Source: an optimization exercise on an open RTL-to-GDS flow (aim: small area). Production flows keep margins and buffers that such runs may drop.
RTL that was checked went through simulation tests only; none was proved equivalent to the original.
Function not checked in run 2: the RTL went through the layout flow alone.
Power figures rest on the tool's default switching activity, not on a simulated workload.

`design/flow/config.mk`:
```
export PLATFORM = sky130hd
export DESIGN_NAME = top
export DESIGN_NICKNAME = top
export VERILOG_FILES = /design/flow/design.v
export SDC_FILE = /design/flow/constraint.sdc
export NUM_CORES = 4
export LEC_CHECK = 0
export CAP_MARGIN = 20
export CORE_MARGIN = 2
export CORE_UTILIZATION = 40
export PLACE_DENSITY = 0.6
export SLEW_MARGIN = 20
```
`design/flow/constraint.sdc`:
```
create_clock -name core_clock -period 10.0 [get_ports {CLK}]
set_input_delay 2.0000 -clock core_clock [delete_from_list [all_inputs] [get_ports {CLK}]]
set_output_delay 2.0000 -clock core_clock [all_outputs]
set_load 0.01 [all_outputs]
```
`design/flow/design.v`:
```
module vga640x480(
    input wire i_clk,            
    input wire i_pix_stb,        
    input wire i_rst,            
    output wire o_hs,            
    output wire o_vs,            
    output wire o_blanking,      
    output wire o_active,        
    output wire o_screenend,     
    output wire o_animate,       
    output wire [9:0] o_x,       
    output wire [8:0] o_y        
    );
    localparam HS_STA = 16;               
    localparam HS_END = 16 + 96;          
    localparam HA_STA = 16 + 96 + 48;     
    localparam VS_STA = 480 + 11;         
    localparam VS_END = 480 + 11 + 2;     
    localparam VA_END = 480;              
    localparam LINE   = 800;              
    localparam SCREEN = 524;              
    reg [9:0] h_count;   
    reg [9:0] v_count;   
    assign o_hs = ~((h_count >= HS_STA) & (h_count < HS_END));
    assign o_vs = ~((v_count >= VS_STA) & (v_count < VS_END));
    assign o_x = (h_count < HA_STA) ? 0 : (h_count - HA_STA);
    assign o_y = (v_count >= VA_END) ? (VA_END - 1) : (v_count);
    assign o_blanking = ((h_count < HA_STA) | (v_count > VA_END - 1));
    assign o_active = ~((h_count < HA_STA) | (v_count > VA_END - 1)); 
    assign o_screenend = ((v_count == SCREEN - 1) & (h_count == LINE));
    assign o_animate = ((v_count == VA_END - 1) & (h_count == LINE));
    always @ (posedge i_clk)
    begin
        if (i_rst)   
        begin
            h_count <= 0;
            v_count <= 0;
        end
        if (i_pix_stb)   
        begin
            if (h_count == LINE)   
            begin
                h_count <= 0;
                v_count <= v_count + 1;
            end
            else 
                h_count <= h_count + 1;
            if (v_count == SCREEN)   
                v_count <= 0;
        end
    end
endmodule
module square #(
    parameter H_SIZE=80,       
    IX=320,          
    IY=240,          
    IX_DIR=1,        
    IY_DIR=1,        
    D_WIDTH=640,     
    D_HEIGHT=480     
    )
    (
    input wire i_clk,          
    input wire i_ani_stb,      
    input wire i_rst,          
    input wire i_animate,      
    output wire [11:0] o_x1,   
    output wire [11:0] o_x2,   
    output wire [11:0] o_y1,   
    output wire [11:0] o_y2    
    );
    reg [11:0] x;         
    reg [11:0] y;         
    reg x_dir;            
    reg y_dir;            
    assign o_x1 = x - H_SIZE;   
    assign o_x2 = x + H_SIZE;   
    assign o_y1 = y - H_SIZE;   
    assign o_y2 = y + H_SIZE;   
    always @ (posedge i_clk)
    begin
        if (i_rst)   
        begin
            x <= IX;
            y <= IY;
            x_dir <= IX_DIR;
            y_dir <= IY_DIR;
        end
        if (i_animate && i_ani_stb)
        begin
            x <= (x_dir) ? x + 1 : x - 1;   
            y <= (y_dir) ? y + 1 : y - 1;   
            if (x <= H_SIZE + 1)   
                x_dir <= 1;   
            if (x >= (D_WIDTH - H_SIZE - 1))   
                x_dir <= 0;   
            if (y <= H_SIZE + 1)   
                y_dir <= 1;   
            if (y >= (D_HEIGHT - H_SIZE - 1))   
                y_dir <= 0;   
        end
    end
endmodule
module top(
    input wire CLK,              
    input wire RST_BTN,          
    output wire VGA_HS_O,        
    output wire VGA_VS_O,        
    output wire [3:0] VGA_R,     
    output wire [3:0] VGA_G,     
    output wire [3:0] VGA_B      
    );
    wire rst = ~RST_BTN;     
    wire [9:0] x;   
    wire [8:0] y;   
    wire animate;   
    reg [15:0] cnt;
    reg pix_stb;
    always @(posedge CLK)
        if (rst)
            {pix_stb, cnt} <= 0;
        else
            {pix_stb, cnt} <= cnt + 16'h8000;   
  vga640x480 display (
        .i_clk(CLK),
        .i_pix_stb(pix_stb),
        .i_rst(rst),
        .o_hs(VGA_HS_O), 
        .o_vs(VGA_VS_O), 
        .o_x(x), 
        .o_y(y),
        .o_animate(animate)
    );
    wire sq_a, sq_b, sq_c;
    wire [11:0] sq_a_x1, sq_a_x2, sq_a_y1, sq_a_y2;   
    wire [11:0] sq_b_x1, sq_b_x2, sq_b_y1, sq_b_y2;
    wire [11:0] sq_c_x1, sq_c_x2, sq_c_y1, sq_c_y2;
    square #(.IX(160), .IY(120), .H_SIZE(60)) sq_a_anim (
        .i_clk(CLK), 
        .i_ani_stb(pix_stb),
        .i_rst(rst),
        .i_animate(animate),
        .o_x1(sq_a_x1),
        .o_x2(sq_a_x2),
        .o_y1(sq_a_y1),
        .o_y2(sq_a_y2)
    );
    square #(.IX(320), .IY(240), .IY_DIR(0)) sq_b_anim (
        .i_clk(CLK), 
        .i_ani_stb(pix_stb),
        .i_rst(rst),
        .i_animate(animate),
        .o_x1(sq_b_x1),
        .o_x2(sq_b_x2),
        .o_y1(sq_b_y1),
        .o_y2(sq_b_y2)
    );    
    square #(.IX(480), .IY(360), .H_SIZE(100)) sq_c_anim (
        .i_clk(CLK), 
        .i_ani_stb(pix_stb),
        .i_rst(rst),
        .i_animate(animate),
        .o_x1(sq_c_x1),
        .o_x2(sq_c_x2),
        .o_y1(sq_c_y1),
        .o_y2(sq_c_y2)
    );
    assign sq_a = ((x > sq_a_x1) & (y > sq_a_y1) &
        (x < sq_a_x2) & (y < sq_a_y2)) ? 1 : 0;
    assign sq_b = ((x > sq_b_x1) & (y > sq_b_y1) &
        (x < sq_b_x2) & (y < sq_b_y2)) ? 1 : 0;
    assign sq_c = ((x > sq_c_x1) & (y > sq_c_y1) &
        (x < sq_c_x2) & (y < sq_c_y2)) ? 1 : 0;
    assign VGA_R[3] = sq_a;   
    assign VGA_G[3] = sq_b;   
    assign VGA_B[3] = sq_c;   
    assign VGA_R[2:0] = 3'b000;
    assign VGA_G[2:0] = 3'b000;
    assign VGA_B[2:0] = 3'b000;
endmodule
```
`design/flow/run.sh`:
```
#!/bin/bash
# synth_recipe.tcl (not shown) runs the flow's synth.tcl, then flattens the netlist and writes it again
# the make line also repeats each setting of config.mk as NAME=value (left out here)
make -C /OpenROAD-flow-scripts/flow DESIGN_CONFIG=/design/flow/config.mk WORK_HOME=/design/flow/orfs CLKGATE_MAP_FILE= SYNTH_SCRIPT=/design/flow/synth_recipe.tcl finish
```
==> flow_metrics.tcl, run 1 <==
set metrics [dict create \
    slowest_stage "o21ai_0" \
    placed_area_um2 11500 \
    clk_pin_slew_ns 0.08 \
    power_switching_uw 292 \
    io_pins 16 \
    numPortBuffers 6 \
    endpoint_kind "primary output" \
    finalInstanceArea_um2 11800 \
    clock.fmax_mhz 157 \
    dpl.hpwl_mm 19.4 \
    maxSlewHeadroom_pct 25.8 \
    fp.dieW_um 171 \
    powerDensity_nw_per_um2 86.6 \
    core-area_um2 27600 \
    worst_pin_slew_ns 1.10 \
    synth_top_area_share_pct 22.1 \
    synth_seq_cells 100 \
    r2r-start "display.h_count[1]" \
    post_cts_buffers 0 \
    post-route-period-util_pct 63.6 \
    pwr-share-clk_pct 37.7 \
    vdd_drop_max_mv 0.0583 \
    synthFlopType "edfxtp_1" \
    setup.worst_path.start_class "flop" \
    yosys_warnings 5 \
    wl_met3_um 758 \
    rrSetupSlack_ns 6.97 \
    synth_xor_area_share_pct 9.99 \
    worst_skew_pair.late_latency_ns 0.36 \
    min_path_type "flop to flop" \
    hold_buffers 0 \
    met1Wirelength_mm 12.9 \
    arrival_ns 4.36 \
    synth_top_family_by_area "compound AO/OA/AOI/OAI gates" \
    synth_cell_type_count 78 \
    p_leak_nw 4.83 \
    grt_start_max_net_pins 73 \
    cts_tree "done" \
    holdPathEnd "cnt[15]" \
    yosysSeqAreaShare_pct 25.4 \
    antenna_found_initial 0 \
    synth_area_leaders "edfxtp_1 22%, ha_1 20%, xnor2_1 6.5%" \
    finalNetCount 1441 \
    drv_cap 0 \
    grt_pass1_wl_mm 44.2 \
    synth_area_leader_cell "edfxtp_1" \
    swShare_pct 28.6 \
    maxUsedRoutingLayer "met4" \
    layout_commonest_cell "ha_1" \
    final_max_slew_viol_count 0 \
    h-tree-depth 3 \
    reg2reg_depth 7 \
    finalCriticalPeriod_ns 6.36 \
    drtPass1Iterations 5 \
    internal_power_uw 729 \
    path_buf_inv 1 \
    rows 61 \
    reg2reg_to "sq_c_anim.y[11]" \
    grt_overflow_total 0 \
    seqPwrFrac_pct 47.4 \
    grt_pass1_vias 8770 \
    finalHoldViolations 0 \
    cts_resized 0 \
    synthCells 1281 \
    outcome "complete, no violations" \
    path_delay_family "compound AO/OA/AOI/OAI gates" \
    synth_compound_area_share_pct 21.2 \
    die_height_um 171 \
    routed-wl-met2_mm 12.1 \
    path_max_fanout 8 \
    nFillCells 2731 \
    final_cell_mix "176 x ha_1, 104 x a21oi_1, 101 x nor2_1" \
    min_from "cnt[15]" \
    vias 9109 \
    synth_simple_gate_area_share_pct 17.3 \
    avgSynthCellArea_um2 8.69 \
    fin_skew_ns 0.0135 \
    drive_above_1_share_pct 3.33 \
    finalWeightedCongestion 0.887 \
    synthToLayoutAreaGrowth_pct 5.96 \
    synth.area.mux_share_pct 0.292 \
    dieArea_um2 29200 \
    rsz0062_at_grt "false" \
    synth_fa_ha_area_share_pct 21.0 \
    wirelength_mm 26.3 \
    drt-initial-drc-count 536 \
    vias_per_cell 5.55 \
    drc_errors 0 \
    hold_path_depth 1 \
    synthArstFlopShare_pct 0 \
    clockBufferDepth 2 \
    track_usage_pct 18.7 \
    start_util_pct 40.4 \
    power_frac_comb_pct 14.9 \
    finalSetupViolCount 0 \
    numCtsBuffers 9 \
    root_buffer "clkbuf_16" \
    worstSetupPathType "flop to primary output" \
    crit_required_ns 8.00 \
    ant_nets 0 \
    wire_per_inst_um 16.0 \
    setup_tns_ns 0 \
    cpPeakStageDelay_ns 0.90 \
    cpMostUsedCell "o21ai_0" \
    cts.sinks 100 \
    n_antenna_cell 0 \
    syn_area_um2 11100 \
    path_cells "o21ai_0 > o21ai_0 > ha_1 > o21a_1 > o21ai_0 > a31oi_1 > o21a_1 > a2111oi_0 > clkdlybuf4s50_1" \
    synth_edf_count 82 \
]
[power groups by stage]
| stage | Clock (mW) | Combinational, mW | Sequential [mW] |
|---|---|---|---|
| 2_1_floorplan | 0 | 0.124 | 0.483 |
| 3_3_place_gp | 0 | 0.149 | 0.493 |
| 3_5_place_dp | 0 | 0.151 | 0.493 |
| 4_1_cts | 0.395 | 0.153 | 0.484 |
| 5_1_grt | 0.409 | 0.176 | 0.487 |
| 6_report | 0.385 | 0.152 | 0.484 |
[worst register-to-register path: cells and delay by family, from the launching register on]
family,cells,cell delay (ns)
buffers and inverters,2,0.49
adders and majority gates,1,0.15
and+or+nand+nor,4,1.52
DFF,1,0.44
[Yosys cell counts, types with 3 or more instances]
cell type and count:
or3_1 26, nand4_1 18, a31oi_1 12, fa_1 6, o22ai_1 6, o21ai_0 65, xnor2_1 83, o32ai_1 5
nor4_1 17, buf_2 9, a2111oi_0 15, a211o_1 10, a21oi_1 104, buf_4 13, dfxtp_1 18, and2_1 13
ha_1 176, a311oi_1 3, nand3b_1 4, o21bai_1 16, clkbuf_1 27, nand2b_1 14, a32oi_1 3, nand2_1 86
a21o_1 22, a211oi_1 10, nor3_1 22, or2_2 8, nor2_1 101, edfxtp_1 82, o31ai_1 14, inv_1 73
nor2b_1 11, o211ai_1 6, xor2_1 44, o41ai_1 3, and3_1 11, nand4b_1 3, o21a_1 42, o21ai_1 4
nand3_1 29
[metrics by stage]
step	hold slack, ns	worst slack [ns]	total power [mW]	std cells	utilization (%)
6_report	0.415	3.64	1.02	1640	42.8
5_1_grt	0.424	3.39	1.07	1640	42.8
4_1_cts	0.414	3.61	1.03	1640	42.8
3_5_place_dp	0.395	4.06	0.645	1624	41.6
3_3_place_gp	0.393	4.05	0.642	1624	41.6
2_1_floorplan	0.384	5.19	0.607	1289	-
[flip-flops by register name, summed over array words and instances, names as in the netlist]
name	cells
sq_a_anim.x	12
sq_a_anim.y	12
sq_b_anim.x	12
sq_b_anim.y	12
sq_c_anim.x	12
sq_c_anim.y	12
display.h_count	10
display.v_count	10
cnt	1
pix_stb	1
sq_a_anim.x_dir	1
sq_a_anim.y_dir	1
sq_b_anim.x_dir	1
sq_b_anim.y_dir	1
sq_c_anim.x_dir	1
sq_c_anim.y_dir	1
[per-layer routing]
layer | GRT usage (%) | vias to the layer above
li1 | - | 4662
met1 | 26.0 | 4266
met2 | 30.8 | 150
met3 | 2.11 | 31
met4 | 4.91 | 0
met5 | 0 | -
[cell type report]
| class | instances | area, µm² | share of cell area (%) |
|---|---|---|---|
| Timing Repair Buffer | 8 | 75.1 | 0.637 |
| Clock inverter | 5 | 45.0 | 0.382 |
| Clock buffer | 11 | 275 | 2.33 |
| Tap cell | 378 | 473 | 4.01 |
| Sequential cell | 100 | 2820 | 23.9 |
| Multi-Input combinational cell | 1064 | 7820 | 66.3 |
| Inverter | 74 | 278 | 2.36 |
[worst max path at each step]
| stage | from | to | slack (ns) | cells past startpoint |
|---|---|---|---|---|
| after detailed placement | display.h_count[7] | VGA_G[3] | 4.06 | 9 |
| after global placement | display.h_count[7] | VGA_G[3] | 4.05 | 9 |
| after global routing | display.h_count[7] | VGA_G[3] | 3.39 | 9 |
| after CTS | display.h_count[7] | VGA_G[3] | 3.61 | 9 |
| final | display.h_count[7] | VGA_G[3] | 3.64 | 9 |
| after floorplan | sq_a_anim.x[4] | VGA_R[3] | 5.19 | 11 |
[cell families after synthesis]
| logic type | count (synthesis) |
|---|---|
| XOR/XNOR | 127 |
| buffers and inverters | 125 |
| flip-flops | 100 |
| multiplexers | 3 |
| other | 1 |
| AO/OA/AOI/OAI | 362 |
| AND/OR/NAND/NOR | 380 |
| adder cells (fa/ha/maj) | 183 |
==> run 2, diff against run 1 <==
==> design/flow/design.v (replaced) <==
module vga640x480(
    input  wire       i_clk,
    input  wire       i_rst,
    output wire       o_hs,
    output wire       o_vs,
    output wire [10:0] o_hc,      
    output wire [9:0] o_v,
    output wire       o_stb,      
    output wire       o_eol       
    );
    reg [10:0] hc;
    reg [9:0]  v;
    wire [9:0] h = hc[10:1];
    wire eol = (hc == 11'd1601);
    wire vstep = hc[0] & (eol | (v == 10'd524));
    assign o_hs  = ~((h >= 10'd16) & (h < 10'd112));
    assign o_vs  = ~((v >= 10'd491) & (v < 10'd493));
    assign o_hc  = hc;
    assign o_v   = v;
    assign o_stb = hc[0];
    assign o_eol = eol;
    always @(posedge i_clk) begin
        if (i_rst) begin
            hc <= 11'd1601;
            v  <= 10'd524;
        end else begin
            hc <= eol ? 11'd0 : hc + 11'd1;
            if (vstep)
                v <= (v == 10'd524) ? 10'd0 : v + 10'd1;
        end
    end
endmodule
module square #(
    parameter H_SIZE=80,       
    IX=320,                    
    IY=240,                    
    IX_DIR=1,                  
    IY_DIR=1,                  
    D_WIDTH=640,
    D_HEIGHT=480
    )
    (
    input  wire i_clk,
    input  wire i_rst,
    input  wire i_stb,       
    input  wire i_pre,       
    input  wire i_upd,       
    input  wire i_vb,        
    input  wire i_ystep,     
    input  wire i_h161,      
    input  wire i_h799,      
    input  wire i_line1,     
    output wire o_on
    );
    localparam [9:0] C0 = 10'd640 - (IX - H_SIZE);
    localparam [8:0] D0 = 9'd480 - (IY - H_SIZE);
    localparam [8:0] DB = 2*H_SIZE;
    reg [9:0] c;
    reg [8:0] d;
    reg x_dir, y_dir;
    wire cstep = (i_stb & ~(i_upd & x_dir)) | (i_pre & ~x_dir);
    wire dstep = (i_ystep & ~(i_upd & y_dir)) | (i_pre & ~y_dir);
    wire on_x = (c != 10'd0) & (c < 2*H_SIZE);
    wire on_y = i_vb ? (d == DB) : ((d != 9'd0) & (d < DB));
    assign o_on = on_x & on_y;
    always @(posedge i_clk) begin
        if (i_rst) begin
            c <= C0;
            d <= D0;
            x_dir <= IX_DIR;
            y_dir <= IY_DIR;
        end else begin
            if (cstep)
                c <= (c == 10'd800) ? 10'd0 : c + 10'd1;
            if (dstep)
                d <= (d == 9'd480) ? 9'd0 : d + 9'd1;
            if (on_x & i_h161) x_dir <= 1'b1;
            if (on_x & i_h799) x_dir <= 1'b0;
            if (on_y & i_line1) y_dir <= 1'b1;
            if (on_y & i_vb) y_dir <= 1'b0;
        end
    end
endmodule
module top(
    input wire CLK,              
    input wire RST_BTN,          
    output wire VGA_HS_O,        
    output wire VGA_VS_O,        
    output wire [3:0] VGA_R,     
    output wire [3:0] VGA_G,     
    output wire [3:0] VGA_B      
    );
    wire rst = ~RST_BTN;     
    wire [10:0] hc;
    wire [9:0] v;
    wire stb, eol;
    vga640x480 display (
        .i_clk(CLK),
        .i_rst(rst),
        .o_hs(VGA_HS_O),
        .o_vs(VGA_VS_O),
        .o_hc(hc),
        .o_v(v),
        .o_stb(stb),
        .o_eol(eol)
    );
    wire line479 = (v == 10'd479);
    wire pre = line479 & (hc == 11'd1600);
    wire upd = line479 & eol;
    wire vb = (v >= 10'd480);
    wire h161 = (hc == 11'd323);
    wire h799 = (hc == 11'd1599);
    wire line1 = (v == 10'd1);
    wire ystep = stb & ((eol & ~vb) | (v == 10'd524));
    wire sq_a, sq_b, sq_c;
    square #(.IX(160), .IY(120), .H_SIZE(60)) sq_a_anim (
        .i_clk(CLK), .i_rst(rst), .i_stb(stb), .i_pre(pre), .i_upd(upd),
        .i_vb(vb), .i_ystep(ystep),
        .i_h161(h161), .i_h799(h799), .i_line1(line1),
        .o_on(sq_a)
    );
    square #(.IX(320), .IY(240), .IY_DIR(0)) sq_b_anim (
        .i_clk(CLK), .i_rst(rst), .i_stb(stb), .i_pre(pre), .i_upd(upd),
        .i_vb(vb), .i_ystep(ystep),
        .i_h161(h161), .i_h799(h799), .i_line1(line1),
        .o_on(sq_b)
    );
    square #(.IX(480), .IY(360), .H_SIZE(100)) sq_c_anim (
        .i_clk(CLK), .i_rst(rst), .i_stb(stb), .i_pre(pre), .i_upd(upd),
        .i_vb(vb), .i_ystep(ystep),
        .i_h161(h161), .i_h799(h799), .i_line1(line1),
        .o_on(sq_c)
    );
    assign VGA_R[3] = sq_a;   
    assign VGA_G[3] = sq_b;   
    assign VGA_B[3] = sq_c;   
    assign VGA_R[2:0] = 3'b000;
    assign VGA_G[2:0] = 3'b000;
    assign VGA_B[2:0] = 3'b000;
endmodule
==> run 2 against run 1 <==
- sequential power decreased by 11%
- combinational power grew 140%
- clock skew down 0.0064 ns
- setup slack gained 1.3 ns
- power grew 10%
- critical path type unchanged
- non-clock buffer count up 1
- synthesized cell count fell by 52%
- synthesized area down 56%
==> flow_metrics.tcl, run 2 <==
set metrics [dict create \
    reg2reg_depth 7 \
    post_cts_buffers 0 \
    path_delay_family "simple AND/OR/NAND/NOR gates" \
    track_usage_pct 17.1 \
    hold_buffers 0 \
    largest_reg_flops 11 \
    synth.area.mux_share_pct 1.24 \
    yosysSeqAreaShare_pct 34.0 \
    final.setup.worst_slack_ns 4.97 \
    drt-initial-drc-count 316 \
    core-area_um2 12100 \
    final_cell_mix "84 x dfxtp_1, 58 x nand2_1, 52 x nor2_1" \
    regMostFlops "display.hc" \
    r2r-start "display.hc[0]" \
    vdd_drop_max_mv 0.0966 \
    hold_path_depth 2 \
    io_pins 16 \
    path_cells "inv_1 > ha_1 > nor4b_1 > a21oi_1 > or4_1 > nor3_1 > clkdlybuf4s50_1" \
    synthCells 618 \
    n_antenna_cell 0 \
    clk_pin_slew_ns 0.06 \
    holdPathEnd "sq_a_anim.d[1]" \
    slowest_stage "or4_1" \
    power_frac_comb_pct 33.0 \
    met1Wirelength_mm 5.29 \
    placed_cells 762 \
    finalInstanceArea_um2 5320 \
    synth_area_leaders "dfxtp_1 34%, ha_1 4.8%, o21ai_0 4.6%" \
    min_path_type "flop to flop" \
    arrival_ns 3.03 \
    finalCoreUtilization_pct 44.1 \
    synthArstFlopShare_pct 0 \
    final_max_slew_viol_count 0 \
    layout_commonest_cell "dfxtp_1" \
    setup.worst_path.start_class "flop" \
    drc_errors 0 \
    path_buf_inv 2 \
    seqPwrFrac_pct 38.6 \
    path_max_fanout 7 \
    synth_cell_type_count 73 \
    antenna_found_initial 0 \
    hold_slack_ns 0.487 \
    numPortBuffers 6 \
    critPathLaunch "sq_b_anim.d[0]" \
    cts_resized 0 \
    fin_skew_ns 0.00714 \
    placed_area_um2 5030 \
    synth.most_common_cell "dfxtp_1" \
    start_util_pct 41.0 \
    fp.dieW_um 115 \
    die_height_um 115 \
    min_from "sq_a_anim.d[1]" \
    worst_pin_slew_ns 0.871 \
    maxUsedRoutingLayer "met4" \
    synth_compound_area_share_pct 20.0 \
    dieArea_um2 13300 \
    final_cells 778 \
    rrSetupSlack_ns 7.06 \
    syn_area_um2 4950 \
    finalWeightedCongestion 0.846 \
    cts_tree "done" \
    grt_overflow_total 0 \
    ant_nets 0 \
    finalSetupViolCount 0 \
    numCtsBuffers 9 \
    synth_fa_ha_area_share_pct 4.81 \
    rsz0062_at_grt "false" \
    grt_pass1_wl_mm 18.7 \
    finalNetCount 626 \
    worstSetupPathType "flop to primary output" \
    p_leak_nw 1.86 \
    endpoint_kind "primary output" \
    crit_required_ns 8.00 \
    dpl.hpwl_mm 7.43 \
    drv_cap 0 \
    wirelength_mm 10.8 \
    internal_power_uw 706 \
    avgSynthCellArea_um2 8.00 \
    grt_pass1_vias 4007 \
    clockBufferDepth 2 \
    synth_area_leader_cell "dfxtp_1" \
    synth_simple_gate_area_share_pct 30.2 \
    swShare_pct 37.2 \
    wl_met3_um 266 \
    finalHoldViolations 0 \
    reg2reg_to "sq_c_anim.c[8]" \
    vias 4384 \
    power_switching_uw 418 \
    synth_common_cells "84 x dfxtp_1, 58 x nand2_1, 52 x nor2_1, 45 x o21ai_0, 37 x nand3_1" \
    grt_start_max_net_pins 52 \
    h-tree-depth 3 \
    routed-wl-met2_mm 5.03 \
    rows 40 \
    synthToLayoutAreaGrowth_pct 7.51 \
    outcome "complete, no violations" \
    yosys_warnings 4 \
    drtPass1Iterations 5 \
    wire_per_inst_um 13.8 \
    synth_top_area_share_pct 34.0 \
    drive_above_1_share_pct 6.89 \
    synth_xor_area_share_pct 2.83 \
    synthFlopType "dfxtp_1" \
    cts.sinks 84 \
    power_mw 1.12 \
    powerDensity_nw_per_um2 211 \
    cpPeakStageDelay_ns 0.58 \
    synth_edf_count 0 \
    worst_skew_pair.late_latency_ns 0.34 \
    setup_tns_ns 0 \
    pwr-share-clk_pct 28.5 \
    clock.fmax_mhz 199 \
    vias_per_cell 5.63 \
    finalCriticalPeriod_ns 5.03 \
    synth_seq_cells 84 \
    maxSlewHeadroom_pct 42.0 \
    pre_cts_ws_ns 5.36 \
    post-route-period-util_pct 50.3 \
    synth_top_family_by_area "simple AND/OR/NAND/NOR gates" \
    root_buffer "clkbuf_16" \
]
-- run 2: cell count changes after synthesis, moves of 28 or more --
| cell | delta |
|---|---|
| inv_1 | -46 |
| xnor2_1 | -76 |
| nor2_1 | -49 |
| a21oi_1 | -68 |
| xor2_1 | -35 |
| o21a_1 | -34 |
| edfxtp_1 | -82 |
| nand2_1 | -28 |
| ha_1 | -157 |
| dfxtp_1 | +66 |
-- run 2: kinds of logic (layout without fill, tap and decap cells) --
family	Yosys count	after routing
xor gates and xnor gates	16	16
muxes	6	6
AOI/OAI and AO/OA	153	153
DFF	84	84
other	1	9
adders and majority gates	19	19
buffers and inverters	68	52
and+or+nand+nor	271	271
-- run 2: layer usage --
| layer | up-vias | GRT usage [%] |
|---|---|---|
| met2 | 67 | 28.9 |
| met5 | - | 0 |
| met4 | 0 | 6.59 |
| li1 | 2213 | - |
| met1 | 2091 | 22.1 |
| met3 | 13 | 2.42 |
-- run 2: worst register-to-register path, delay by kind of cell (launching register included) --
family	cells	cell delay, ns
AO/OA/AOI/OAI	3	1.25
AND/OR/NAND/NOR	2	0.79
flip-flops	1	0.47
buffers and inverters	1	0.16
adder cells (fa/ha/maj)	1	0.15
-- run 2: cell type report --
cell class / instances / area (µm²)
timing repair buffer: 9 / 77.6
clock inverter: 3 / 20.0
fill: 1188 / 6740
sequential: 84 / 1680
inverter: 27 / 101
multi-input combinational: 474 / 2960
clock buffer: 13 / 270
tap: 168 / 210
-- run 2: worst max-delay path by stage --
stage	end	slack, ns	depth (start not counted)
CTS	VGA_G[3]	4.97	7
floorplan	VGA_G[3]	6.09	7
global route	VGA_G[3]	4.83	7
detailed placement	VGA_G[3]	5.36	7
global placement	VGA_G[3]	5.44	7
finish	VGA_G[3]	4.97	7
-- run 2: power groups by stage --
stage	sequential (mW)	combinational (mW)	clock (mW)
6_report	0.433	0.370	0.320
3_3_place_gp	0.436	0.364	0
2_1_floorplan	0.411	0.319	0
5_1_grt	0.442	0.421	0.346
4_1_cts	0.432	0.375	0.329
3_5_place_dp	0.439	0.372	0

what the ideal ports hide:
The results above use ideal ports. As a check the final layouts listed here were re-extracted and re-timed, cells and wires unchanged.
Step 1 (the two cells are an assumption about what drives the block):
set clk [get_ports {CLK}]
set_driving_cell -lib_cell sky130_fd_sc_hd__clkbuf_16 $clk
set_driving_cell -lib_cell sky130_fd_sc_hd__buf_2 [delete_from_list [all_inputs] $clk]
Step 2 adds t to the input delays and takes it off the output delays; t is the mean of the earliest and latest rising clock arrival at the registers after step 1. Input paths then give back, and output paths get back, about the clock's delay inside the block.
a / b / c = ideal ports / drivers / drivers and shift; a / b = the first two.
| run | t (ns) | setup WS [ns] | worst data-port slew with drivers (ns) |
|---|---|---|---|
| run 1 | 0.405 | 3.641 / 3.593 / 3.999 | 0.03 |
| run 2 | 0.372 | 4.973 / 4.935 / 5.307 | 0.02 |
After both steps setup and hold are still met in every run listed.
